Source: an optimization exercise on an open RTL-to-GDS flow (aim: small area). Production flows keep margins and buffers that such runs may drop. Only simulation tests tie the RTL to the original design; equivalence was not proved. Power and IR drop assume default switching activity.

--- design.v ---
module top_axis_uart #(parameter DATA_BITS = 8) (input clk,rst,input wire [7:0] axis_data,
input wire axis_valid,
input wire axis_last,output wire uart_tx,rx_valid,output m_axis_ready,output wire [DATA_BITS-1:0]rx_data); 
wire [7:0] m_axis_data;
wire axis_ready;
wire m_axis_valid_out;
assign m_axis_ready = axis_ready;
axis_master_inp #(.WIDTH(8)) mast_inst(.clk(clk),.rst(rst),.load_data(axis_data),
.m_axis_valid(axis_valid),.m_axis_ready(axis_ready),.m_axis_valid_out(m_axis_valid_out),.m_axis_data(m_axis_data));
axis_fifo_uart_tx #(.WIDTH(8),.DEPTH(8),.CLK_RATE(50000000),.BAUD(115200)) axis_fifo_uart_tx_inst(.clk(clk),.rst(rst),
.s_axis_data(m_axis_data),.s_axis_valid(m_axis_valid_out),.s_axis_ready(axis_ready),.s_axis_last(axis_last),.uart_tx(uart_tx));
uart_rec #(.CLK_FREQ(50000000),.BAUD(115200),.DATA_BITS(DATA_BITS)) 
uart_rec_inst(.clk(clk),.rst(rst),.rx(uart_tx),.rx_data(rx_data),.rx_valid(rx_valid)); 
endmodule
module axis_master_inp #(parameter WIDTH = 8) (
    input  wire clk,
    input  wire rst,
    input  wire [WIDTH-1:0] load_data,
    input  wire m_axis_ready,
    input  wire m_axis_valid,    
    input wire m_axis_last,
    output reg  m_axis_valid_out,
    output reg  [WIDTH-1:0] m_axis_data
);
    always @(posedge clk or posedge rst) begin
        if (rst) begin
            m_axis_data <= 0;
            m_axis_valid_out <= 0;
        end else begin
          m_axis_valid_out <= m_axis_valid;
            if (m_axis_valid && m_axis_ready)
                m_axis_data <= load_data;
        end
    end
endmodule
module axis_fifo_uart_tx #(parameter WIDTH = 8, DEPTH = 8, CLK_RATE = 50000000, BAUD = 115200)
(
 input clk,rst,
 input [WIDTH-1:0] s_axis_data,
 input s_axis_valid,
 input s_axis_last,
 output wire s_axis_ready,
 output wire uart_tx
);
wire[WIDTH-1:0] fifo_out;
wire fifo_out_last;
wire fifo_full,fifo_empty;
wire fifo_wr_en,fifo_rd_en;
reg uart_valid_temp,s_axis_ready_temp;
assign s_axis_ready = !fifo_full;
always@(posedge clk or posedge rst)begin
if(rst)begin
 s_axis_ready_temp <= 0;
 end
else begin
 s_axis_ready_temp <= s_axis_ready;
 end
end
assign fifo_wr_en = s_axis_valid && s_axis_ready_temp;
always@(posedge clk or posedge rst)begin
if(rst)
 uart_valid_temp <= 0;
else 
 uart_valid_temp <= !fifo_empty;
 end
wire uart_valid = uart_valid_temp;
wire uart_ready;
assign fifo_rd_en = uart_valid && uart_ready;
sync_fifo #(.WIDTH(WIDTH),.DEPTH(DEPTH)) fifo_inst(.clk(clk),.rst(rst),
.wr_en(fifo_wr_en),.din(s_axis_data),.din_last(s_axis_last),.full(fifo_full),
.empty(fifo_empty),.rd_en(fifo_rd_en),.dout(fifo_out),.dout_last(fifo_out_last));
uart_tx #(.clk_rate(CLK_RATE),.Baud(BAUD),.Word_len(WIDTH)) uart_inst(.clk(clk),.rst(rst),
.tx_data(fifo_out),.tx_data_valid(uart_valid),.tx_data_ready(uart_ready),.tx_data_last(fifo_out_last),
.Uart_tx(uart_tx));
endmodule
module sync_fifo #(
    parameter WIDTH = 8,
    parameter DEPTH = 8
)(
    input  wire clk,
    input  wire rst,
    input  wire wr_en,
    input  wire din_last,
    input  wire [WIDTH-1:0] din,
    output wire full,
    input  wire rd_en,
    output reg  dout_last,
    output wire empty,
    output reg  [WIDTH-1:0] dout
);
    localparam ADDR_WIDTH = $clog2(DEPTH);
    reg [WIDTH-1:0] mem_data [0:DEPTH-1];
    reg             mem_last [0:DEPTH-1];
    reg [ADDR_WIDTH-1:0] wr_ptr, rd_ptr;
    reg [ADDR_WIDTH:0]   count;
    integer i;
    always @(posedge clk or posedge rst) begin
        if (rst) begin
            wr_ptr <= 0;
            rd_ptr <= 0;
            count  <= 0;
            dout   <= 0;
            dout_last <= 0;
            for (i = 0; i < DEPTH; i = i + 1) begin
                mem_data[i] <= 0;
                mem_last[i] <= 0;
            end
        end 
        else begin
            if (wr_en && !full) begin
                mem_data[wr_ptr] <= din;
                mem_last[wr_ptr] <= din_last;
                wr_ptr <= wr_ptr + 1'b1;
            end
            if (rd_en && !empty) begin
                dout      <= mem_data[rd_ptr];
                dout_last <= mem_last[rd_ptr];
                rd_ptr    <= rd_ptr + 1'b1;
            end
            else if(dout_last == 1) dout_last <= 0;            
            case ({wr_en && !full, rd_en && !empty})
                2'b10: count <= count + 1'b1;   
                2'b01: count <= count - 1'b1;   
                default: count <= count;        
            endcase
        end
    end
    assign full  = (count == DEPTH);
    assign empty = (count == 0);
endmodule
module uart_tx #(
    parameter clk_rate = 50_000_000,
    parameter Baud     = 115200,
    parameter Word_len = 8,
    parameter PARITY   = "even"  
)
(
    input clk, rst,
    input [Word_len-1:0] tx_data,
    input tx_data_valid,tx_data_last,
    output wire tx_data_ready,
    output reg Uart_tx
);
    localparam Baud_div = (clk_rate / Baud);
    localparam Idle   = 3'd0,
               Start  = 3'd1,
               Data   = 3'd2,
               Parity = 3'd3,
               Stop   = 3'd4;
    reg [2:0] current_state, next_state;
    reg [$clog2(Baud_div)-1:0] baud_cnt;
    reg [$clog2(Word_len)-1:0] bit_cnt;
    reg [Word_len-1:0] shift_reg;
    reg parity_bit;
    reg tx_data_ready_temp;
    reg tx_data_last_temp,tx_data_valid_temp;
    assign tx_data_ready = (next_state == Idle);
    always @(posedge clk or posedge rst) begin
        if (rst) begin
            current_state <= Idle;
            tx_data_last_temp <= 0;
            tx_data_valid_temp <= 0;
            end
        else begin
            current_state <= next_state;
            tx_data_last_temp <= tx_data_last;
            tx_data_valid_temp <= tx_data_valid;
          end  
    end
    always @(*) begin
        next_state = current_state;
        case (current_state)
            Idle: begin
                if (tx_data_valid && !tx_data_last_temp) next_state = Start;
                else next_state = Idle;
            end
            Start: begin
                if (baud_cnt == (Baud_div - 1)) next_state = Data;
            end
            Data: begin
                if (bit_cnt == Word_len - 1 && baud_cnt == (Baud_div - 1)) begin
                    if (PARITY == "none")
                        next_state = Stop;
                    else
                        next_state = Parity;
                end
            end
            Parity: begin
                if (baud_cnt == (Baud_div - 1)) next_state = Stop;
            end
            Stop: begin
                if(baud_cnt == (Baud_div - 1)) next_state = Idle;
                 else if (tx_data_last)next_state = Idle;
                  else next_state = Stop;
            end
            default: next_state = Idle;
        endcase
    end
    always @(posedge clk or posedge rst) begin
        if (rst) begin
            baud_cnt <= 0;
            bit_cnt <= 0;
            shift_reg <= 0;
            Uart_tx <= 1'b1;
            parity_bit <= 1'b0;
        end else begin
            case (current_state)
                Idle: begin
                    baud_cnt <= 0;
                    bit_cnt <= 0;
                    Uart_tx <= 1'b1;
                end
                Start: begin
                 if (tx_data_valid_temp) begin
                        shift_reg <= tx_data;
                        if (PARITY == "even")
                            parity_bit <= ^tx_data;
                        else if (PARITY == "odd")
                            parity_bit <= ~^tx_data;
                    end
                    Uart_tx <= 1'b0;
                    if (baud_cnt == (Baud_div - 1))
                        baud_cnt <= 0;
                    else
                        baud_cnt <= baud_cnt + 1;
                end
                Data: begin
                    Uart_tx <= shift_reg[0];
                    if (baud_cnt == (Baud_div - 1)) begin
                        baud_cnt <= 0;
                        shift_reg <= {1'b1, shift_reg[Word_len-1:1]};  
                        bit_cnt <= bit_cnt + 1;
                    end else
                        baud_cnt <= baud_cnt + 1;
                end
                Parity: begin
                    Uart_tx <= parity_bit;  
                     if (baud_cnt == (Baud_div - 1))
                        baud_cnt <= 0;
                    else
                        baud_cnt <= baud_cnt + 1;
                end
                Stop: begin
                    Uart_tx <= 1'b1;
                    if (baud_cnt == (Baud_div - 1))
                        baud_cnt <= 0;
                    else
                        baud_cnt <= baud_cnt + 1;
                end
            endcase
        end
    end
endmodule
module uart_rec #(
    parameter CLK_FREQ    = 50_000_000,
    parameter BAUD        = 115200,
    parameter DATA_BITS   = 8,
    parameter PARITY      = "even"       
)(
    input  wire clk,
    input  wire rst,
    input  wire rx,                      
    output reg  [DATA_BITS-1:0] rx_data,  
    output reg  rx_valid               
);
    localparam BAUD_DIV    = (CLK_FREQ / BAUD);
    localparam HALF_BAUD   = BAUD_DIV / 2;
    localparam IDLE   = 3'd0,
               START  = 3'd1,
               DATA   = 3'd2,
               PARITY_S = 3'd3,  
               STOP   = 3'd4;
    reg [2:0] state, next_state;
    reg [$clog2(BAUD_DIV):0] baud_cnt;
    reg [$clog2(DATA_BITS):0] bit_cnt;
    reg [DATA_BITS-1:0] shift_reg;
    reg received_parity_bit;
    wire calculated_parity;
    wire parity_match;
   assign parity_match = (calculated_parity == received_parity_bit);
    assign calculated_parity = ^shift_reg;
    always @(posedge clk or posedge rst) begin
        if (rst)
            state <= IDLE;
        else
            state <= next_state;
    end
    always @(*) begin
        next_state = state;
        case (state)
            IDLE: begin
                if (!rx)  
                    next_state = START;
            end
            START: begin
                if (baud_cnt == (BAUD_DIV-3))
                    next_state = DATA;
            end
            DATA: begin
                if (baud_cnt == (BAUD_DIV - 1) && bit_cnt == DATA_BITS - 1) begin
                    if (PARITY == "none")
                        next_state = STOP;
                    else
                        next_state = PARITY_S;
                end
            end
            PARITY_S: begin
                if (baud_cnt == (BAUD_DIV - 1))
                    next_state = STOP;
            end
            STOP: begin
                if (baud_cnt == (BAUD_DIV - 1))
                    next_state = IDLE;
            end
            default: next_state = IDLE;
        endcase
    end
    always @(posedge clk or posedge rst) begin
        if (rst) begin
            baud_cnt <= 0;
            bit_cnt <= 0;
            shift_reg <= 0;
            rx_data <= 0;
            rx_valid <= 0;
            received_parity_bit <= 0;
        end else begin
            rx_valid <= 0;
            case (state)
                IDLE: begin
                    bit_cnt <= 0;
                    baud_cnt <= 0;
                end
                START: begin
                    if (baud_cnt == (BAUD_DIV-3)) begin
                       baud_cnt <= baud_cnt + 1;
                        bit_cnt <= 0;
                     end  
                     else  baud_cnt <= baud_cnt + 1;
                end
                DATA: begin
                    if (baud_cnt == (BAUD_DIV - 1)) begin
                        baud_cnt <= 0;
                        shift_reg <= {rx, shift_reg[DATA_BITS-1:1]};
                        bit_cnt <= bit_cnt + 1;
                    end else
                        baud_cnt <= baud_cnt + 1;
                end
                PARITY_S: begin
                    if (baud_cnt == (BAUD_DIV - 1)) begin
                        baud_cnt <= 0;
                        received_parity_bit <= rx;  
                    end else
                        baud_cnt <= baud_cnt + 1;
                end
                STOP: begin
                    if (baud_cnt == (BAUD_DIV - 1)) begin
                        baud_cnt <= 0;
                        rx_data <= shift_reg;
                        if (PARITY == "none") begin
                            rx_valid <= 1'b1;
                        end else begin
                            rx_valid <= rx_valid;  
                            if (parity_match) begin
                                rx_valid <= 1'b1;  
                            end else begin
                                rx_valid <= 1'b0;  
                            end
                        end
                    end else
                        baud_cnt <= baud_cnt + 1;
                end
            endcase
        end
    end
endmodule
--- config.mk ---
export PLATFORM = sky130hd
export DESIGN_NAME = top_axis_uart
export DESIGN_NICKNAME = top_axis_uart
export VERILOG_FILES = /design/flow/design.v
export SDC_FILE = /design/flow/constraint.sdc
export NUM_CORES = 4
export LEC_CHECK = 0
export CAP_MARGIN = 20
export CORE_MARGIN = 2
export CORE_UTILIZATION = 40
export SLEW_MARGIN = 20
--- run.sh ---
#!/bin/bash
# synth_recipe.tcl (not shown) runs the flow's synth.tcl, then flattens the netlist and writes it again
# the make line also repeats each setting of config.mk as NAME=value (left out here)
make -C /OpenROAD-flow-scripts/flow DESIGN_CONFIG=/design/flow/config.mk WORK_HOME=/design/flow/orfs CLKGATE_MAP_FILE= SYNTH_SCRIPT=/design/flow/synth_recipe.tcl finish
--- constraint.sdc ---
create_clock -name core_clock -period 10.0 [get_ports {clk}]
set_input_delay 2.0000 -clock core_clock [delete_from_list [all_inputs] [get_ports {clk}]]
set_output_delay 2.0000 -clock core_clock [all_outputs]
set_load 0.01 [all_outputs]
==> flow_metrics.env, run 1 <==
export IMPL_cts_tree="yes"
export IMPL_peakVddDrop_mv=0.141
export IMPL_rrSetupSlack_ns=6.57
export IMPL_post_cts_setup_buffer_count=0
export IMPL_min_path_type="flop to flop"
export IMPL_dp_cells=850
export IMPL_htree_levels=4
export IMPL_cts_path_max_buffers=2
export IMPL_dpl_cell_area_um2=8020
export IMPL_dr_pass1_iters=5
export IMPL_hold_path_end="axis_fifo_uart_tx_inst.uart_inst.tx_data_last_temp"
export IMPL_syn_avg_cell_area_um2=12.3
export IMPL_crit_reg2reg_launch="axis_fifo_uart_tx_inst.uart_inst.current_state[0]"
export IMPL_worst_pin_slew_ns=0.878
export IMPL_pin_count=23
export IMPL_die_h_um=142
export IMPL_r2r_cells=11
export IMPL_synth_cell_types=57
export IMPL_setup_violations_final=0
export IMPL_grt_pass1_vias=4954
export IMPL_arrival_ns=1.69
export IMPL_drtIter0Drc=282
export IMPL_path_buf_inv=1
export IMPL_synth_nets=649
export IMPL_place_congestion=0.784
export IMPL_final_common_cell="dfrtp_1"
export IMPL_nets=670
export IMPL_hpwlAfterDp_um=9800
export IMPL_drcViolationCount=0
export IMPL_slew_viol_final=0
export IMPL_layout_cells_non_filler=881
export IMPL_clk_pin_slew_worst_paths_ns=0.07
export IMPL_slowest_stage="clkdlybuf4s50_1"
export IMPL_rows=50
export IMPL_insertion_delay_ns=0.43
export IMPL_initial_core_util_pct=40.7
export IMPL_num_vias=4792
export IMPL_worstReg2RegEnd="axis_fifo_uart_tx_inst.fifo_inst.count[3]"
export IMPL_syn_area_um2=7580
export IMPL_top_register="axis_fifo_uart_tx_inst.fifo_inst.mem_data"
export IMPL_top_regs="axis_fifo_uart_tx_inst.fifo_inst.mem_data x64, uart_rec_inst.baud_cnt x10, axis_fifo_uart_tx_inst.uart_inst.baud_cnt x9"
export IMPL_layout_common_cells="dfrtp_1, mux2_2, nand2_1"
export IMPL_grt_max_degree=95
export IMPL_seq_power_share_pct=41.6
export IMPL_area_delta_synth_final_pct=15.0
export IMPL_p_int_mw=1.77
export IMPL_coreArea_um2=18600
export IMPL_rsz0062_at_grt="false"
export IMPL_hold_viol=0
export IMPL_synth_ff_type="dfrtp_1"
export IMPL_p_per_area_nw_per_um2=291
export IMPL_die_area_um2=20100
export IMPL_postCtsResizedCells=0
export IMPL_critPathCaptureType="output pin"
export IMPL_ys_seq_area_share_pct=54.1
export IMPL_drt_total_wl_um=15100
export IMPL_period_needed_ns=3.69
export IMPL_p_leak_nw=3.85
export IMPL_synth_edf_count=0
export IMPL_via_per_inst=5.44
export IMPL_wl_per_cell_um=17.2
export IMPL_grt_usage_pct=16.2
export IMPL_yosysWarnings=7
export IMPL_grt_ovfl_total=0
export IMPL_start_kind="flop"
export IMPL_outcome="complete, no violations"
export IMPL_slew_headroom_pct=41.5
export IMPL_clkPwrFrac_pct=29.8
export IMPL_final_setup_worst_slack_ns=6.31
export IMPL_hold_start="axis_fifo_uart_tx_inst.fifo_inst.dout_last"
export IMPL_portBuffers=22
export IMPL_swShare_pct=30.2
export IMPL_async_reset_ff_share_pct=100
export IMPL_cp_required_ns=8.00
export IMPL_drive_gt1_share_pct=24.6
export IMPL_crit_chain="nor3_1, nand2_1, clkdlybuf4s50_1"
export IMPL_numCtsBuffers=17
export IMPL_grt_antenna_before_repair=0
export IMPL_setup_tns_ns=0
export IMPL_place_ws_ns=5.92
export IMPL_ant_nets=0
export IMPL_p_switching_mw=0.765
export IMPL_hold_depth=0
export IMPL_crit_family="buffers and inverters"
export IMPL_critPathMaxStageDelay_ns=0.51
export IMPL_skew_ns=0.00941
export IMPL_largest_register_ffs=64
export IMPL_diodes=0
export IMPL_grt_pass1_wl_um=25500
export IMPL_ctsHoldBuffers=0
export IMPL_combPwrFrac_pct=28.6
export IMPL_final_core_util_pct=46.8
export IMPL_cts_root_buf="clkbuf_16"
export IMPL_synth_seq_cells=164
export IMPL_period_share_pct=36.9
export IMPL_synthCells=614
export IMPL_cp_max_fo=5
export IMPL_cts_sinks=164
export IMPL_max_freq_mhz=271
export IMPL_dieWidth_um=142
export IMPL_critPathKind="flop to output pin"
export IMPL_design_area_um2=8720
export IMPL_cap_violations=0
-- power groups by stage --
| stage | logic [mW] | registers [mW] | clock network, mW |
|---|---|---|---|
| finish | 0.725 | 1.06 | 0.756 |
| floorplan | 0.579 | 1.01 | 0 |
| CTS | 0.736 | 1.06 | 0.771 |
| detailed placement | 0.734 | 1.07 | 0 |
| global placement | 0.707 | 1.05 | 0 |
| global route | 0.814 | 1.09 | 0.796 |
-- cell families after synthesis --
family / share of synthesized area, %
AOI/OAI and AO/OA: 8.27
xor gates and xnor gates: 3.81
adders and majority gates: 3.89
buffers and inverters: 2.36
DFF: 54.1
muxes: 18.6
and+or+nand+nor: 8.96
-- layer usage --
layer  track usage (%)  up-vias  wire (µm)
li1                  -     2255          -
met1              21.6     2451       7040
met2              26.5       62       7390
met3              3.24       24        506
met4              5.32        0        196
met5                 0        -          0
-- worst max-delay path by stage --
stage	start	to	slack, ns	cells after the start
after detailed placement	rst	mast_inst.m_axis_data[1]	5.92	3
after global routing	axis_fifo_uart_tx_inst.fifo_inst.count[0]	m_axis_ready	6.17	3
after CTS	axis_fifo_uart_tx_inst.fifo_inst.count[1]	m_axis_ready	6.28	3
after floorplan	rst	axis_fifo_uart_tx_inst.fifo_inst.count[0]	3.57	1
after global placement	rst	mast_inst.m_axis_data[1]	5.99	3
final	axis_fifo_uart_tx_inst.fifo_inst.count[1]	m_axis_ready	6.31	3
-- stage by stage --
step / total power, mW / hold slack [ns]
final: 2.54 / 0.387
after CTS: 2.56 / 0.391
after floorplan: 1.59 / 0.347
after global placement: 1.75 / 0.385
after detailed placement: 1.80 / 0.377
after global routing: 2.70 / 0.398
-- worst reg2reg max path, cell delays in order, from the launching register on --
cell and delay (ns):
dfrtp_1 0.48, or4b_2 0.70, a21oi_1 0.23, a2111o_1 0.55, inv_1 0.10, ha_1 0.26, ha_1 0.28, a21o_1 0.18
a21oi_1 0.18, xnor2_1 0.15, nor2_1 0.07, xor2_1 0.14
-- cell usage after synthesis (all sizes together) (9+ instances only) --
| cell | number | area [µm²] |
|---|---|---|
| ha | 22 | 275 |
| dfrtp | 163 | 4080 |
| o21ai | 29 | 145 |
| and3 | 10 | 62.6 |
| mux2i | 9 | 90.1 |
| mux2 | 115 | 1320 |
| nor2 | 25 | 98.8 |
| xor2 | 13 | 114 |
| nand3 | 14 | 70.1 |
| nand2 | 57 | 214 |
| clkbuf | 17 | 63.8 |
| a21oi | 9 | 45.0 |
| xnor2 | 20 | 175 |
| a222oi | 12 | 120 |
| inv | 21 | 78.8 |
-- layout make-up --
class | count | area [µm²]
Fill cell | 1661 | 9920
Sequential cell | 164 | 4110
Multi-Input combinational cell | 406 | 3300
Clock buffer | 23 | 498
Tap cell | 234 | 293
Timing Repair Buffer | 25 | 243
Clock inverter | 8 | 194
Inverter | 21 | 83.8
==> inputs of run 2 (changes only) <==
==> design.v (replaced) <==
module top_axis_uart #(parameter DATA_BITS = 8) (
    input  wire       clk,
    input  wire       rst,
    input  wire [7:0] axis_data,
    input  wire       axis_valid,
    input  wire       axis_last,
    output wire       uart_tx,
    output wire       rx_valid,
    output wire       m_axis_ready,
    output wire [DATA_BITS-1:0] rx_data
);
    localparam CLK_RATE = 50000000;
    localparam BAUD     = 115200;
    localparam BDIV     = CLK_RATE / BAUD;
    localparam BW       = $clog2(BDIV);
    localparam [3:0] P_IDLE = 4'd0, P_START = 4'd1, P_PAR = 4'd10, P_STOP = 4'd11;
    reg [7:0] mem_data [0:7];
    reg       mem_last [0:7];
    reg [2:0] wr_ptr, rd_ptr;
    reg [3:0] count;
    reg       pend;         
    reg [7:0] dout;
    reg       dout_last;
    reg       uvalid;       
    reg       last_t;       
    reg [3:0]    ph;
    reg [BW-1:0] baud;
    reg          tx;
    reg [7:0]    rxd;
    wire full  = count[3];
    wire empty = (count == 4'd0);
    wire bend  = (baud == BDIV - 1);
    wire idle  = (ph == P_IDLE);
    wire go    = idle & uvalid & ~last_t;
    wire nidle = (idle & ~go) | ((ph == P_STOP) & bend);
    wire rd    = uvalid & nidle & ~empty;
    wire wr    = pend;
    wire [3:0] count_n  = count + {3'b0, wr} - {3'b0, rd};
    wire [2:0] wr_ptr_n = wr_ptr + {2'b0, wr};
    wire       pend_n   = axis_valid & ~full & ~count_n[3];
    always @(posedge clk) begin
        if (pend_n) mem_data[wr_ptr_n] <= axis_data;
        if (wr)     mem_last[wr_ptr]   <= axis_last;
    end
    always @(posedge clk or posedge rst) begin
        if (rst) begin
            wr_ptr <= 0; rd_ptr <= 0; count <= 0; pend <= 0;
            dout <= 0; dout_last <= 0; uvalid <= 0; last_t <= 0;
        end else begin
            pend   <= pend_n;
            wr_ptr <= wr_ptr_n;
            count  <= count_n;
            uvalid <= ~empty;
            last_t <= dout_last;
            if (rd) begin
                dout      <= mem_data[rd_ptr];
                dout_last <= mem_last[rd_ptr];
                rd_ptr    <= rd_ptr + 3'd1;
            end else
                dout_last <= 1'b0;
        end
    end
    wire [2:0] bidx = ph[2:0] - 3'd2;
    wire       dbit = dout[bidx];
    always @(posedge clk or posedge rst) begin
        if (rst) begin
            ph <= P_IDLE; baud <= 0; tx <= 1'b1; rxd <= 0;
        end else begin
            if (idle) begin
                baud <= 0;
                if (go) ph <= P_START;
            end else begin
                baud <= bend ? {BW{1'b0}} : baud + 1'b1;
                if (bend) ph <= (ph == P_STOP) ? P_IDLE : ph + 4'd1;
            end
            case (ph)
                P_IDLE:  tx <= 1'b1;
                P_START: tx <= 1'b0;
                P_PAR:   tx <= ^dout;
                P_STOP:  tx <= 1'b1;
                default: tx <= dbit;
            endcase
            if (ph == P_STOP && baud == 1) rxd <= dout;
        end
    end
    assign uart_tx      = tx;
    assign m_axis_ready = ~full;
    assign rx_data      = rxd;
    assign rx_valid     = (ph == P_STOP) & (baud == 2);
endmodule
==> flow/run.sh (new file) <==
#!/bin/bash
# Standard ORFS layout, with a lighter clock tree (no dummy loads, few
# mid-size buffers) and the smallest buffer on each port.
set -e
export CTS_ARGS="-sink_clustering_enable -repair_clock_nets -dont_use_dummy_load -buf_list sky130_fd_sc_hd__clkbuf_8 -sink_clustering_size 30 -sink_clustering_max_diameter 100"
export BUFFER_PORTS_ARGS="-buffer_cell sky130_fd_sc_hd__buf_1"
bash standard.sh > standard.log 2>&1
==> standard.sh (new file) <==
#!/bin/bash
# synth_recipe.tcl (not shown) runs the flow's synth.tcl, then flattens the netlist and writes it again
# the make line also repeats each setting of config.mk as NAME=value (left out here)
make -C /OpenROAD-flow-scripts/flow DESIGN_CONFIG=/design/flow/config.mk WORK_HOME=/design/flow/orfs CLKGATE_MAP_FILE= SYNTH_SCRIPT=/design/flow/synth_recipe.tcl "${@:-finish}"
removed: run.sh
==> run 2 against run 1 <==
  * Register-to-register slack worse by 0.57 ns
  * Via count decreased by 46%
  * Fmax shrank 7.8%
  * Total power fell by 54%
  * First-iteration DRC count shrank 35%
  * Combinational power fell by 66%
  * Worst setup slack lost 0.31 ns
  * Non-clock buffer count rose by 4
==> flow_metrics.env, run 2 <==
export IMPL_r2r_cells=13
export IMPL_top_regs="mem_data x64, baud x9"
export IMPL_largest_register_ffs=64
export IMPL_outcome="complete, no violations"
export IMPL_total_power_mw=1.16
export IMPL_synthCells=312
export IMPL_seq_power_share_pct=53.3
export IMPL_dr_pass1_iters=4
export IMPL_num_vias=2599
export IMPL_slew_headroom_pct=39.1
export IMPL_synth_cell_types=45
export IMPL_synth_area_top_cells="edfxtp_1, dfrtp_1, mux2_2"
export IMPL_insertion_delay_ns=0.42
export IMPL_syn_area_um2=5050
export IMPL_skew_ns=0.0348
export IMPL_layout_cells_non_filler=523
export IMPL_nets=382
export IMPL_dp_cells=506
export IMPL_grt_usage_pct=14.1
export IMPL_numCtsBuffers=17
export IMPL_area_delta_synth_final_pct=10.7
export IMPL_portBuffers=22
export IMPL_cap_violations=0
export IMPL_cts_path_max_buffers=2
export IMPL_combPwrFrac_pct=21.1
export IMPL_cts_root_buf="clkbuf_8"
export IMPL_ys_seq_area_share_pct=64.7
export IMPL_critPathKind="flop to flop"
export IMPL_swShare_pct=29.4
export IMPL_grt_pass1_vias=2785
export IMPL_critPathMaxStageDelay_ns=0.65
export IMPL_clk_pin_slew_worst_paths_ns=0.06
export IMPL_synth_seq_cells=116
export IMPL_ant_nets=0
export IMPL_die_area_um2=13500
export IMPL_dieWidth_um=116
export IMPL_syn_avg_cell_area_um2=16.2
export IMPL_worst_pin_slew_ns=0.912
export IMPL_rows=41
export IMPL_period_needed_ns=4.00
export IMPL_cts_tree="yes"
export IMPL_min_path_type="flop to flop"
export IMPL_initial_core_util_pct=40.5
export IMPL_diodes=0
export IMPL_setup_violations_final=0
export IMPL_drcViolationCount=0
export IMPL_drt_total_wl_um=8390
export IMPL_crit_chain="inv_1, ha_1, nor3b_1, and2_1, o211ai_2, inv_1, ha_1, inv_1, ha_1, a21o_1, a21oi_1, xor2_1, nor3_2"
export IMPL_top_register="mem_data"
export IMPL_post_cts_setup_buffer_count=0
export IMPL_start_kind="flop"
export IMPL_die_h_um=116
export IMPL_pin_count=23
export IMPL_synth_nets=341
export IMPL_peakVddDrop_mv=0.0981
export IMPL_async_reset_ff_share_pct=37.9
export IMPL_synthTopCellsByCount="edfxtp_1, dfrtp_1, mux2_2"
export IMPL_critPathCaptureType="flop"
export IMPL_p_leak_nw=2.11
export IMPL_hold_depth=0
export IMPL_cts_sinks=116
export IMPL_grt_max_degree=45
export IMPL_yosysTopAreaCellShare_pct=42.8
export IMPL_ctsHoldBuffers=0
export IMPL_p_switching_mw=0.341
export IMPL_clkPwrFrac_pct=25.6
export IMPL_cp_max_fo=12
export IMPL_grt_ovfl_total=0
export IMPL_drtIter0Drc=182
export IMPL_synth_most_common_cell="edfxtp_1"
export IMPL_slowest_stage="nor3_2"
export IMPL_grt_antenna_before_repair=0
export IMPL_rsz0062_at_grt="false"
export IMPL_max_freq_mhz=250
export IMPL_drive_gt1_share_pct=19.9
export IMPL_hold_viol=0
export IMPL_p_int_mw=0.818
export IMPL_hpwlAfterDp_um=5660
export IMPL_layout_common_cells="edfxtp_1, dfrtp_1, mux2_2"
export IMPL_yosysWarnings=1
export IMPL_setup_tns_ns=0
export IMPL_place_congestion=0.819
export IMPL_final_common_cell="edfxtp_1"
export IMPL_cp_required_ns=10.03
export IMPL_via_per_inst=4.97
export IMPL_arrival_ns=4.03
export IMPL_period_share_pct=40.0
export IMPL_grt_pass1_wl_um=14000
export IMPL_coreArea_um2=12500
export IMPL_synth_edf_count=72
export IMPL_synth_ff_type="edfxtp_1"
export IMPL_yosys_area_top_type="edfxtp_1"
export IMPL_htree_levels=4
export IMPL_p_per_area_nw_per_um2=208
export IMPL_slew_viol_final=0
export IMPL_wl_per_cell_um=16.0
export IMPL_postCtsResizedCells=0
-- run 2: cell types whose count changed in the layout (fill, tap and decap cells not counted), sizes merged, moves of 8 or more --
cell / previous run / this run
edfxtp: 0 / 72
dfrtp: 163 / 43
and3: 10 / 1
buf: 3 / 29
mux2: 115 / 27
nand3: 14 / 5
nand2: 57 / 12
a222oi: 12 / 0
o21ai: 29 / 3
clkdlybuf4s50: 22 / 0
mux4: 0 / 20
xor2: 13 / 3
a21oi: 9 / 1
-- run 2: cell type report --
type	count	area [µm²]
clock buffers	17	234
fillers	1113	6880
inverters	20	75.1
multi-input cells	169	1660
flip-flops and latches	116	3260
well taps	172	215
repair buffers	29	135
-- run 2: metal layers --
metal	part of all wire [%]	GRT usage [%]	wire [µm]	up-vias
li1	-	-	-	1238
met1	46	17.6	3840	1305
met2	50	23.1	4180	46
met3	3.5	4.46	292	10
met4	1.0	5.79	87	0
met5	0	0	0	-
-- run 2: cells by family (layout without fill, tap and decap cells) --
| family | Yosys count | after routing | synth area share, % |
|---|---|---|---|
| AO/OA/AOI/OAI | 14 | 14 | 2.08 |
| XOR/XNOR | 19 | 19 | 3.30 |
| adder cells (fa/ha/maj) | 17 | 17 | 4.36 |
| buffers and inverters | 27 | 66 | 2.60 |
| flip-flops | 116 | 116 | 64.7 |
| multiplexers | 51 | 51 | 16.3 |
| AND/OR/NAND/NOR | 68 | 68 | 6.69 |
-- run 2: path summary, 6_finish.rpt --
path	from	to	slack, ns
max reg2reg	ph[0]	mem_data[0][2]	6.00
min reg2reg	dout_last	last_t	0.38
min	dout_last	last_t	0.38
min in group asynchronous	rst	pend	1.78
max in group asynchronous	rst	rxd[0]	7.63
max	ph[0]	mem_data[0][2]	6.00
-- run 2: through the flow --
stage	instance area [µm²]	hold WS (ns)	util, %	worst slack (ns)
floorplan	5050	0.331	-	6.15
global placement	5340	0.333	42.8	5.74
global route	5580	0.405	44.8	5.63
CTS	5570	0.385	44.7	5.63
finish	5580	0.378	44.8	6.00
detailed placement	5340	0.347	42.8	5.62
-- run 2: power groups by stage --
stage               registers (mW)  logic, mW  clock network, mW
floorplan                    0.619      0.179                  0
global placement             0.625      0.235                  0
detailed placement           0.628      0.242                  0
CTS                          0.619      0.243              0.310
global route                 0.627      0.278              0.331
finish                       0.618      0.245              0.297
-- run 2: critical path, delay by kind of cell (launching register included) --
kind                       cells  cell delay, ns
buffers and inverters          3            0.28
DFF                            1            0.49
and+or+nand+nor                3            1.02
xor gates and xnor gates       1            0.25
adders and majority gates      3            0.70
AOI/OAI and AO/OA              3            0.89
==> inputs of run 3 (changes only) <==
==> run.sh (new file) <==
#!/bin/bash
# synth_recipe.tcl (not shown) runs the flow's synth.tcl, then flattens the netlist and writes it again
# the make line also repeats each setting of config.mk as NAME=value (left out here)
make -C /OpenROAD-flow-scripts/flow DESIGN_CONFIG=/design/flow/config.mk WORK_HOME=/design/flow/orfs CLKGATE_MAP_FILE= SYNTH_SCRIPT=/design/flow/synth_recipe.tcl finish
--- a/config.mk
+++ b/config.mk
@@ -8,4 +8,7 @@
 export CAP_MARGIN = 20
 export CORE_MARGIN = 2
 export CORE_UTILIZATION = 40
+export CTS_BUF_LIST = sky130_fd_sc_hd__clkbuf_8
+export CTS_CLUSTER_DIAMETER = 100
+export CTS_CLUSTER_SIZE = 30
 export SLEW_MARGIN = 20
removed: flow/run.sh
removed: standard.sh
==> run 3 against run 2 <==
  * Count of clock-buffer cells in the layout stayed put
  * Final cell count is 2.9% higher
  * Non-clock buffer count is the same
  * Total power grew 9.1%
  * Worst hold slack worse by 0.021 ns
  * Largest cell class unchanged
==> flow_metrics.env, run 3 <==
export IMPL_start_kind="flop"
export IMPL_synth_edf_count=72
export IMPL_post_cts_setup_buffer_count=0
export IMPL_grt_antenna_before_repair=0
export IMPL_via_per_inst=4.95
export IMPL_cts_tree="yes"
export IMPL_num_vias=2664
export IMPL_synth_nets=341
export IMPL_syn_avg_cell_area_um2=16.2
export IMPL_synth_most_common_cell="edfxtp_1"
export IMPL_initial_core_util_pct=40.5
export IMPL_cap_violations=0
export IMPL_critPathCaptureType="output pin"
export IMPL_synth_area_top_cells="edfxtp_1, dfrtp_1, mux2_2"
export IMPL_synthTopCellsByCount="edfxtp_1, dfrtp_1, mux2_2"
export IMPL_grt_max_degree=45
export IMPL_hpwlAfterDp_um=5590
export IMPL_drtIter0Drc=129
export IMPL_grt_pass1_wl_um=14000
export IMPL_slew_headroom_pct=40.0
export IMPL_insertion_delay_ns=0.43
export IMPL_cts_sinks=116
export IMPL_rows=41
export IMPL_htree_levels=4
export IMPL_area_delta_synth_final_pct=16.0
export IMPL_nets=382
export IMPL_place_congestion=0.783
export IMPL_arrival_ns=2.17
export IMPL_drcViolationCount=0
export IMPL_cp_max_fo=8
export IMPL_fill_cells=1092
export IMPL_synth_ff_type="edfxtp_1"
export IMPL_p_int_mw=0.873
export IMPL_peakVddDrop_mv=0.114
export IMPL_cts_root_buf="clkbuf_8"
export IMPL_yosysTopAreaCellShare_pct=42.8
export IMPL_grt_pass1_vias=2757
export IMPL_ctsHoldBuffers=0
export IMPL_largest_register_ffs=64
export IMPL_min_path_type="flop to flop"
export IMPL_worst_pin_slew_ns=0.899
export IMPL_r2r_cells=13
export IMPL_numCtsBuffers=17
export IMPL_swShare_pct=31.0
export IMPL_cp_required_ns=8.00
export IMPL_async_reset_ff_share_pct=37.9
export IMPL_max_freq_mhz=240
export IMPL_skew_ns=0.0112
export IMPL_clk_pin_slew_worst_paths_ns=0.07
export IMPL_outcome="complete, no violations"
export IMPL_rrSetupSlack_ns=5.94
export IMPL_synthCells=312
export IMPL_p_per_area_nw_per_um2=216
export IMPL_place_ws_ns=5.53
export IMPL_p_switching_mw=0.392
export IMPL_critPathKind="flop to output pin"
export IMPL_period_needed_ns=4.17
export IMPL_p_leak_nw=2.22
export IMPL_ant_nets=0
export IMPL_setup_violations_final=0
export IMPL_yosys_area_top_type="edfxtp_1"
export IMPL_portBuffers=22
export IMPL_grt_ovfl_total=0
export IMPL_drt_total_wl_um=8540
export IMPL_postCtsResizedCells=0
export IMPL_yosysWarnings=1
export IMPL_die_h_um=116
export IMPL_dieWidth_um=116
export IMPL_ys_seq_area_share_pct=64.7
export IMPL_grt_usage_pct=14.3
export IMPL_period_share_pct=41.7
export IMPL_hold_start="dout_last"
export IMPL_clkPwrFrac_pct=31.2
export IMPL_top_register="mem_data"
export IMPL_dr_pass1_iters=4
export IMPL_wl_per_cell_um=15.9
export IMPL_syn_area_um2=5050
export IMPL_coreArea_um2=12500
export IMPL_top_regs="mem_data x64, baud x9"
export IMPL_pin_count=23
export IMPL_crit_start="ph[0]"
export IMPL_diodes=0
export IMPL_synth_cell_types=45
export IMPL_hold_viol=0
export IMPL_slew_viol_final=0
export IMPL_synth_seq_cells=116
export IMPL_layout_common_cells="edfxtp_1, dfrtp_1, mux2_2"
export IMPL_crit_reg2reg_launch="ph[0]"
export IMPL_cts_path_max_buffers=2
export IMPL_final_common_cell="edfxtp_1"
export IMPL_final_setup_worst_slack_ns=5.83
export IMPL_seq_power_share_pct=48.9
export IMPL_setup_tns_ns=0
export IMPL_hold_depth=0
export IMPL_combPwrFrac_pct=19.9
export IMPL_drive_gt1_share_pct=22.7
export IMPL_rsz0062_at_grt="false"
export IMPL_die_area_um2=13500
[run 3: cell counts after synthesis]
No cell type changed its count.
[run 3: power by group through the flow]
| stage | combinational, mW | clock, mW | sequential, mW |
|---|---|---|---|
| global placement | 0.241 | 0 | 0.625 |
| finish | 0.252 | 0.395 | 0.618 |
| detailed placement | 0.250 | 0 | 0.628 |
| CTS | 0.252 | 0.406 | 0.619 |
| floorplan | 0.179 | 0 | 0.619 |
| global route | 0.285 | 0.430 | 0.626 |
[run 3: kinds of logic after synthesis]
| family | share of synthesized area [%] |
|---|---|
| fa+ha+maj | 4.36 |
| simple gates | 6.69 |
| compound gates | 2.08 |
| xor+xnor | 3.30 |
| flops | 64.7 |
| buf+inv | 2.60 |
| mux | 16.3 |
[run 3: path summary, 6_finish.rpt]
path,endpoint
max in group asynchronous,dout[5]
worst max-delay path,rx_valid
worst min register to register,last_t
worst min-delay path,last_t
worst max register to register,mem_data[0][0]
min in group asynchronous,count[2]
[run 3: layout make-up]
| class | instances | area, µm² | area share, % |
|---|---|---|---|
| sequential | 116 | 3260 | 55.8 |
| multi-input combinational | 169 | 1660 | 28.4 |
| timing repair buffer | 29 | 273 | 4.66 |
| clock buffer | 17 | 234 | 4.00 |
| tap | 172 | 215 | 3.68 |
| clock inverter | 15 | 133 | 2.27 |
| inverter | 20 | 75.1 | 1.28 |
[run 3: stage by stage]
stage	total power, mW	hold WS (ns)	cell area [µm²]	util (%)	std cells
after floorplan	0.798	0.331	5050	-	312
final	1.26	0.357	5850	47.0	538
after detailed placement	0.878	0.346	5480	43.9	506
after global routing	1.34	0.374	5850	47.0	538
after CTS	1.28	0.362	5840	46.9	538
after global placement	0.866	0.334	5480	43.9	506
[run 3: metal layers]
layer	wire length (µm)	global-route usage, %
met2	4220	23.3
met3	273	5.29
met5	0	0
met4	73	5.48
met1	3980	17.6
[run 3: critical path, stage by stage, from the launching register on]
cell             delay (ns)
dfrtp_1                0.50
ha_1                   0.25
and3b_1                0.22
and4_1                 0.23
clkdlybuf4s50_1        0.54
==> inputs of run 4 (changes only) <==
--- a/config.mk
+++ b/config.mk
@@ -8,7 +8,4 @@
 export CAP_MARGIN = 20
 export CORE_MARGIN = 2
 export CORE_UTILIZATION = 40
-export CTS_BUF_LIST = sky130_fd_sc_hd__clkbuf_8
-export CTS_CLUSTER_DIAMETER = 100
-export CTS_CLUSTER_SIZE = 30
 export SLEW_MARGIN = 20
==> run 4 against run 3 <==
  * Still clean
  * Routed wire length is essentially flat
  * Worst setup slack better by 0.036 ns
  * Via count decreased by 1.1%
  * Count of clock-buffer cells in the layout increased by 1
  * Fmax increased by 0.87%
  * Critical path depth did not move
  * Total power grew 13%
  * Non-clock buffer count did not move
  * Core utilization grew 1.5 points
  * Critical endpoint unchanged
==> flow_metrics.env, run 4 <==
export IMPL_synth_ff_type="edfxtp_1"
export IMPL_final_common_cell="edfxtp_1"
export IMPL_place_congestion=0.783
export IMPL_grt_ovfl_total=0
export IMPL_cp_max_fo=8
export IMPL_period_share_pct=41.3
export IMPL_hpwlAfterDp_um=5590
export IMPL_period_needed_ns=4.13
export IMPL_synth_edf_count=72
export IMPL_place_ws_ns=5.53
export IMPL_die_h_um=116
export IMPL_drcViolationCount=0
export IMPL_crit_chain="ha_1, and3b_1, and4_1, clkdlybuf4s50_1"
export IMPL_insertion_delay_ns=0.41
export IMPL_drt_total_wl_um=8550
export IMPL_dr_pass1_iters=5
export IMPL_wl_per_cell_um=15.9
export IMPL_p_switching_mw=0.415
export IMPL_peakVddDrop_mv=0.125
export IMPL_largest_register_ffs=64
export IMPL_cap_violations=0
export IMPL_synth_most_common_cell="edfxtp_1"
export IMPL_synth_area_top_cells="edfxtp_1, dfrtp_1, mux2_2"
export IMPL_layout_cells_non_filler=538
export IMPL_setup_violations_final=0
export IMPL_fill_cells=1067
export IMPL_cts_sinks=116
export IMPL_max_freq_mhz=242
export IMPL_critPathKind="flop to output pin"
export IMPL_htree_levels=4
export IMPL_initial_core_util_pct=40.5
export IMPL_synthCells=312
export IMPL_hold_start="dout_last"
export IMPL_synthTopCellsByCount="edfxtp_1, dfrtp_1, mux2_2"
export IMPL_ant_nets=0
export IMPL_cts_tree="yes"
export IMPL_start_kind="flop"
export IMPL_arrival_ns=2.13
export IMPL_p_per_area_nw_per_um2=237
export IMPL_combPwrFrac_pct=17.6
export IMPL_via_per_inst=4.90
export IMPL_yosysWarnings=1
export IMPL_top_regs="mem_data x64, baud x9"
export IMPL_synth_nets=341
export IMPL_crit_reg2reg_launch="ph[0]"
export IMPL_synth_cell_types=45
export IMPL_grt_pass1_wl_um=14100
export IMPL_final_setup_worst_slack_ns=5.87
export IMPL_grt_max_degree=45
export IMPL_skew_ns=0.00943
export IMPL_dieWidth_um=116
export IMPL_setup_tns_ns=0
export IMPL_p_int_mw=1.02
export IMPL_swShare_pct=28.9
export IMPL_syn_avg_cell_area_um2=16.2
export IMPL_syn_area_um2=5050
export IMPL_min_path_type="flop to flop"
export IMPL_ys_seq_area_share_pct=64.7
export IMPL_slowest_stage="clkdlybuf4s50_1"
export IMPL_rsz0062_at_grt="false"
export IMPL_die_area_um2=13500
export IMPL_slew_headroom_pct=40.3
export IMPL_cts_path_max_buffers=2
export IMPL_critPathCaptureType="output pin"
export IMPL_clkPwrFrac_pct=39.3
export IMPL_grt_antenna_before_repair=0
export IMPL_postCtsResizedCells=0
export IMPL_area_delta_synth_final_pct=19.8
export IMPL_crit_start="ph[0]"
export IMPL_critPathMaxStageDelay_ns=0.53
export IMPL_post_cts_setup_buffer_count=0
export IMPL_top_register="mem_data"
export IMPL_coreArea_um2=12500
export IMPL_slew_viol_final=0
export IMPL_clk_pin_slew_worst_paths_ns=0.06
export IMPL_dp_cells=506
export IMPL_drive_gt1_share_pct=22.7
export IMPL_p_leak_nw=2.31
export IMPL_async_reset_ff_share_pct=37.9
export IMPL_rows=41
export IMPL_nets=382
export IMPL_diodes=0
export IMPL_drtIter0Drc=150
export IMPL_yosys_area_top_type="edfxtp_1"
export IMPL_seq_power_share_pct=43.1
export IMPL_grt_pass1_vias=2764
export IMPL_portBuffers=22
export IMPL_worst_pin_slew_ns=0.895
export IMPL_ctsHoldBuffers=0
export IMPL_yosysTopAreaCellShare_pct=42.8
export IMPL_numCtsBuffers=17
export IMPL_grt_usage_pct=14.6
export IMPL_layout_common_cells="edfxtp_1, dfrtp_1, mux2_2"
export IMPL_cts_root_buf="clkbuf_16"
export IMPL_pin_count=23
export IMPL_hold_viol=0
export IMPL_cp_required_ns=8.00
export IMPL_outcome="complete, no violations"
export IMPL_synth_seq_cells=116
export IMPL_num_vias=2636
[run 4: cell counts after synthesis]
Identical to the previous run, type by type.
[run 4: kinds of logic after synthesis]
group                    count (synthesis)  share of synthesized area, %
AO/OA/AOI/OAI                           14                          2.08
AND/OR/NAND/NOR                         68                          6.69
XOR/XNOR                                19                          3.30
multiplexers                            51                          16.3
adder cells (fa/ha/maj)                 17                          4.36
flip-flops                             116                          64.7
buffers and inverters                   27                          2.60
[run 4: routing by layer]
layer | part of all wire (%) | track usage [%] | up-vias
met5 | 0 | 0 | -
met4 | 1.2 | 5.95 | 0
met3 | 4.5 | 5.60 | 11
met2 | 49 | 23.4 | 36
met1 | 45 | 17.8 | 1326
li1 | - | - | 1263
[run 4: path summary, 6_finish.rpt]
kind | end | slack [ns] | cells past startpoint
worst max-delay path | rx_valid | 5.87 | 4
min in group asynchronous | rxd[3] | 2.11 | 2
worst max register to register | mem_data[0][0] | 5.96 | 13
max in group asynchronous | dout[5] | 7.33 | 2
worst min register to register | last_t | 0.35 | 0
worst min-delay path | last_t | 0.35 | 0
[run 4: stage by stage]
step | power [mW] | area [µm²] | util, % | hold WS (ns)
2_1_floorplan | 0.798 | 5050 | - | 0.331
3_3_place_gp | 0.866 | 5480 | 43.9 | 0.334
3_5_place_dp | 0.878 | 5480 | 43.9 | 0.346
4_1_cts | 1.45 | 6040 | 48.4 | 0.358
5_1_grt | 1.51 | 6050 | 48.5 | 0.370
6_report | 1.43 | 6050 | 48.5 | 0.353
[run 4: critical path: cells and delay by family (launching register included)]
kind,cells,cell delay [ns]
buffers and inverters,1,0.53
DFF,1,0.50
and+or+nand+nor,2,0.44
adders and majority gates,1,0.25
[run 4: layout make-up]
| type | count | area (µm²) | share of cell area [%] |
|---|---|---|---|
| sequential | 116 | 3260 | 54.0 |
| tap | 172 | 215 | 3.56 |
| inverter | 20 | 75.1 | 1.24 |
| clock inverter | 14 | 129 | 2.13 |
| clock buffer | 18 | 429 | 7.10 |
| timing repair buffer | 29 | 273 | 4.51 |
| multi-input combinational | 169 | 1660 | 27.5 |
[run 4: power groups by stage]
stage                     clock network, mW  registers (mW)  logic (mW)
final                                 0.563           0.619       0.252
after global routing                  0.600           0.627       0.285
after CTS                             0.577           0.619       0.252
after detailed placement                  0           0.628       0.250
after global placement                    0           0.625       0.241
after floorplan                           0           0.619       0.179
==> inputs of run 5 (changes only) <==
==> flow/run.sh (new file) <==
#!/bin/bash
set -e
export CTS_ARGS="-sink_clustering_enable -repair_clock_nets -dont_use_dummy_load -buf_list \"sky130_fd_sc_hd__clkbuf_1 sky130_fd_sc_hd__clkbuf_2 sky130_fd_sc_hd__clkbuf_4\""
export BUFFER_PORTS_ARGS="-buffer_cell sky130_fd_sc_hd__buf_1"
bash standard.sh > standard.log 2>&1
==> standard.sh (new file) <==
#!/bin/bash
# synth_recipe.tcl (not shown) runs the flow's synth.tcl, then flattens the netlist and writes it again
# the make line also repeats each setting of config.mk as NAME=value (left out here)
make -C /OpenROAD-flow-scripts/flow DESIGN_CONFIG=/design/flow/config.mk WORK_HOME=/design/flow/orfs CLKGATE_MAP_FILE= SYNTH_SCRIPT=/design/flow/synth_recipe.tcl "${@:-finish}"
removed: run.sh
==> run 5 against run 4 <==
  * Still clean on timing, DRC and antenna
  * Register-to-register slack improved by 0.05 ns
  * Non-clock buffer count unchanged
  * Count of clock-buffer cells in the layout decreased by 1
  * Combinational power decreased by 3%
  * Critical path depth increased by 9
  * Sequential share of layout area increased by 5.6 points
  * Total power decreased by 25%
  * Clock power decreased by 62%
  * Worst hold slack improved by 0.038 ns
  * First-iteration DRC count increased by 33%
  * Flip-flop and latch count unchanged
  * Largest power group unchanged
  * Highest routed layer unchanged
==> flow_metrics.env, run 5 <==
export IMPL_drtIter0Drc=199
export IMPL_synth_nets=341
export IMPL_cts_tree="yes"
export IMPL_diodes=0
export IMPL_combPwrFrac_pct=22.7
export IMPL_r2r_cells=13
export IMPL_grt_usage_pct=14.0
export IMPL_grt_pass1_vias=2775
export IMPL_initial_core_util_pct=40.5
export IMPL_cts_root_buf="clkbuf_4"
export IMPL_async_reset_ff_share_pct=37.9
export IMPL_yosys_area_top_type="edfxtp_1"
export IMPL_rrSetupSlack_ns=6.01
export IMPL_period_share_pct=39.9
export IMPL_syn_avg_cell_area_um2=16.2
export IMPL_slew_viol_final=0
export IMPL_swShare_pct=30.7
export IMPL_synth_cell_types=45
export IMPL_post_cts_setup_buffer_count=0
export IMPL_wl_per_cell_um=16.0
export IMPL_design_area_um2=5480
export IMPL_dieWidth_um=116
export IMPL_cts_path_max_buffers=2
export IMPL_drive_gt1_share_pct=19.9
export IMPL_skew_ns=0.0528
export IMPL_synthCells=312
export IMPL_cp_max_fo=12
export IMPL_crit_reg2reg_launch="ph[0]"
export IMPL_setup_worst_path_end="mem_data[4][0]"
export IMPL_syn_area_um2=5050
export IMPL_cts_sinks=116
export IMPL_start_kind="flop"
export IMPL_place_congestion=0.819
export IMPL_synthTopCellsByCount="edfxtp_1, dfrtp_1, mux2_2"
export IMPL_nets=382
export IMPL_drt_total_wl_um=8390
export IMPL_synth_ff_type="edfxtp_1"
export IMPL_postCtsResizedCells=0
export IMPL_ctsHoldBuffers=0
export IMPL_critPathKind="flop to flop"
export IMPL_max_freq_mhz=251
export IMPL_dpl_cell_area_um2=5340
export IMPL_ant_nets=0
export IMPL_rows=41
export IMPL_dr_pass1_iters=6
export IMPL_crit_start="ph[0]"
export IMPL_total_power_mw=1.08
export IMPL_synth_area_top_cells="edfxtp_1, dfrtp_1, mux2_2"
export IMPL_worstReg2RegEnd="mem_data[4][0]"
export IMPL_yosysTopAreaCellShare_pct=42.8
export IMPL_clk_pin_slew_worst_paths_ns=0.08
export IMPL_arrival_ns=4.09
export IMPL_seq_power_share_pct=57.3
export IMPL_p_leak_nw=2.06
export IMPL_cp_required_ns=10.10
export IMPL_slew_headroom_pct=39.2
export IMPL_pin_count=23
export IMPL_insertion_delay_ns=0.50
export IMPL_die_h_um=116
export IMPL_dp_cells=506
export IMPL_hpwlAfterDp_um=5660
export IMPL_p_int_mw=0.746
export IMPL_cap_violations=0
export IMPL_slowest_stage="nor3_2"
export IMPL_critPathMaxStageDelay_ns=0.65
export IMPL_p_switching_mw=0.330
export IMPL_drcViolationCount=0
export IMPL_rsz0062_at_grt="false"
export IMPL_period_needed_ns=3.99
export IMPL_final_setup_worst_slack_ns=6.01
export IMPL_clkPwrFrac_pct=20.0
export IMPL_grt_pass1_wl_um=14000
export IMPL_top_register="mem_data"
export IMPL_via_per_inst=4.96
export IMPL_final_common_cell="edfxtp_1"
export IMPL_synth_most_common_cell="edfxtp_1"
export IMPL_grt_ovfl_total=0
export IMPL_top_regs="mem_data x64, baud x9"
export IMPL_p_per_area_nw_per_um2=197
export IMPL_critPathCaptureType="flop"
export IMPL_min_path_type="flop to flop"
export IMPL_yosysWarnings=1
export IMPL_htree_levels=4
export IMPL_numCtsBuffers=17
export IMPL_largest_register_ffs=64
export IMPL_coreArea_um2=12500
export IMPL_die_area_um2=13500
export IMPL_ys_seq_area_share_pct=64.7
export IMPL_hold_viol=0
export IMPL_grt_max_degree=45
export IMPL_area_delta_synth_final_pct=8.55
export IMPL_hold_slack_ns=0.391
export IMPL_num_vias=2594
export IMPL_grt_antenna_before_repair=0
export IMPL_setup_tns_ns=0
export IMPL_peakVddDrop_mv=0.0912
export IMPL_layout_common_cells="edfxtp_1, dfrtp_1, mux2_2"
export IMPL_crit_chain="inv_1, ha_1, nor3b_1, and2_1, o211ai_2, inv_1, ha_1, inv_1, ha_1, a21o_1, a21oi_1, xor2_1, nor3_2"
export IMPL_portBuffers=22
export IMPL_place_ws_ns=5.62
export IMPL_synth_edf_count=72
export IMPL_synth_seq_cells=116
export IMPL_worst_pin_slew_ns=0.911
export IMPL_layout_cells_non_filler=523
export IMPL_outcome="complete, no violations"
export IMPL_final_core_util_pct=43.9
export IMPL_setup_violations_final=0
-- run 5: layer usage --
metal  part of all wire, %  track usage, %  vias up
met3                   3.9            4.31        6
met4                  0.74            5.08        0
met1                    46            17.6     1296
met5                     0               0        -
li1                      -               -     1239
met2                    49            23.1       53
-- run 5: cell type report --
cell class | instances | area, µm²
multi-input cells | 169 | 1660
fillers | 1124 | 6990
well taps | 172 | 215
clock buffers | 17 | 128
repair buffers | 29 | 135
flip-flops and latches | 116 | 3260
inverters | 20 | 75.1
-- run 5: worst min-delay path by stage --
stage | slack (ns) | to | cells after the start | start
4_1_cts | 0.40 | last_t | 0 | dout_last
6_report | 0.39 | last_t | 0 | dout_last
3_5_place_dp | 0.35 | last_t | 0 | dout_last
3_3_place_gp | 0.33 | last_t | 0 | dout_last
5_1_grt | 0.43 | last_t | 0 | dout_last
2_1_floorplan | 0.33 | last_t | 0 | dout_last
-- run 5: kinds of logic after synthesis --
family	count (synthesis)	share of synthesized area, %
mux	51	16.3
xor+xnor	19	3.30
compound gates	14	2.08
buf+inv	27	2.60
simple gates	68	6.69
flops	116	64.7
fa+ha+maj	17	4.36
-- run 5: critical path: cells and delay by family, from the launching register on --
| kind | cells | cell delay, ns |
|---|---|---|
| and+or+nand+nor | 3 | 1.02 |
| AOI/OAI and AO/OA | 3 | 0.89 |
| adders and majority gates | 3 | 0.70 |
| DFF | 1 | 0.49 |
| buffers and inverters | 3 | 0.28 |
| xor gates and xnor gates | 1 | 0.25 |
-- run 5: power groups by stage --
stage	sequential [mW]	combinational, mW	clock (mW)
detailed placement	0.628	0.242	0
CTS	0.617	0.243	0.227
floorplan	0.619	0.179	0
global route	0.626	0.278	0.247
global placement	0.625	0.235	0
finish	0.617	0.245	0.215

[static timing again, ports no longer ideal]
No port has a modelled driver above. Below, the same layouts with a new extraction and two added sets of constraints. Step 1: set_driving_cell puts a clkbuf_16 on clk and a buf_2 on each other input, an assumption about the parent block. Step 2 moves the port delays by t, midway between the first and last clock arrival at a register: inputs arrive t later, outputs are due t later. That takes back most of the time a late clock gives input paths. a / b / c = ideal ports / drivers / drivers and shift; a / b = the first two.
run	shift t [ns]	setup slack, ns	hold WS [ns]
run 1	0.464	6.311 / 6.267 / 6.053	0.387 / 0.387 / 0.387
run 2	0.435	6.001 / 6.001 / 6.001	0.378 / 0.378 / 0.378
run 3	0.457	5.831 / 5.798 / 5.938	0.357 / 0.357 / 0.357
run 4	0.448	5.867 / 5.830 / 5.963	0.353 / 0.353 / 0.353
run 5	0.500	6.012 / 6.012 / 6.012	0.391 / 0.391 / 0.391
After both steps setup and hold are still met in every run listed. The setup slack of run 1, which loses most, moves by -0.044 ns with the drivers and by -0.258 ns with both steps. The worst setup slack also covers recovery checks on asynchronous resets.
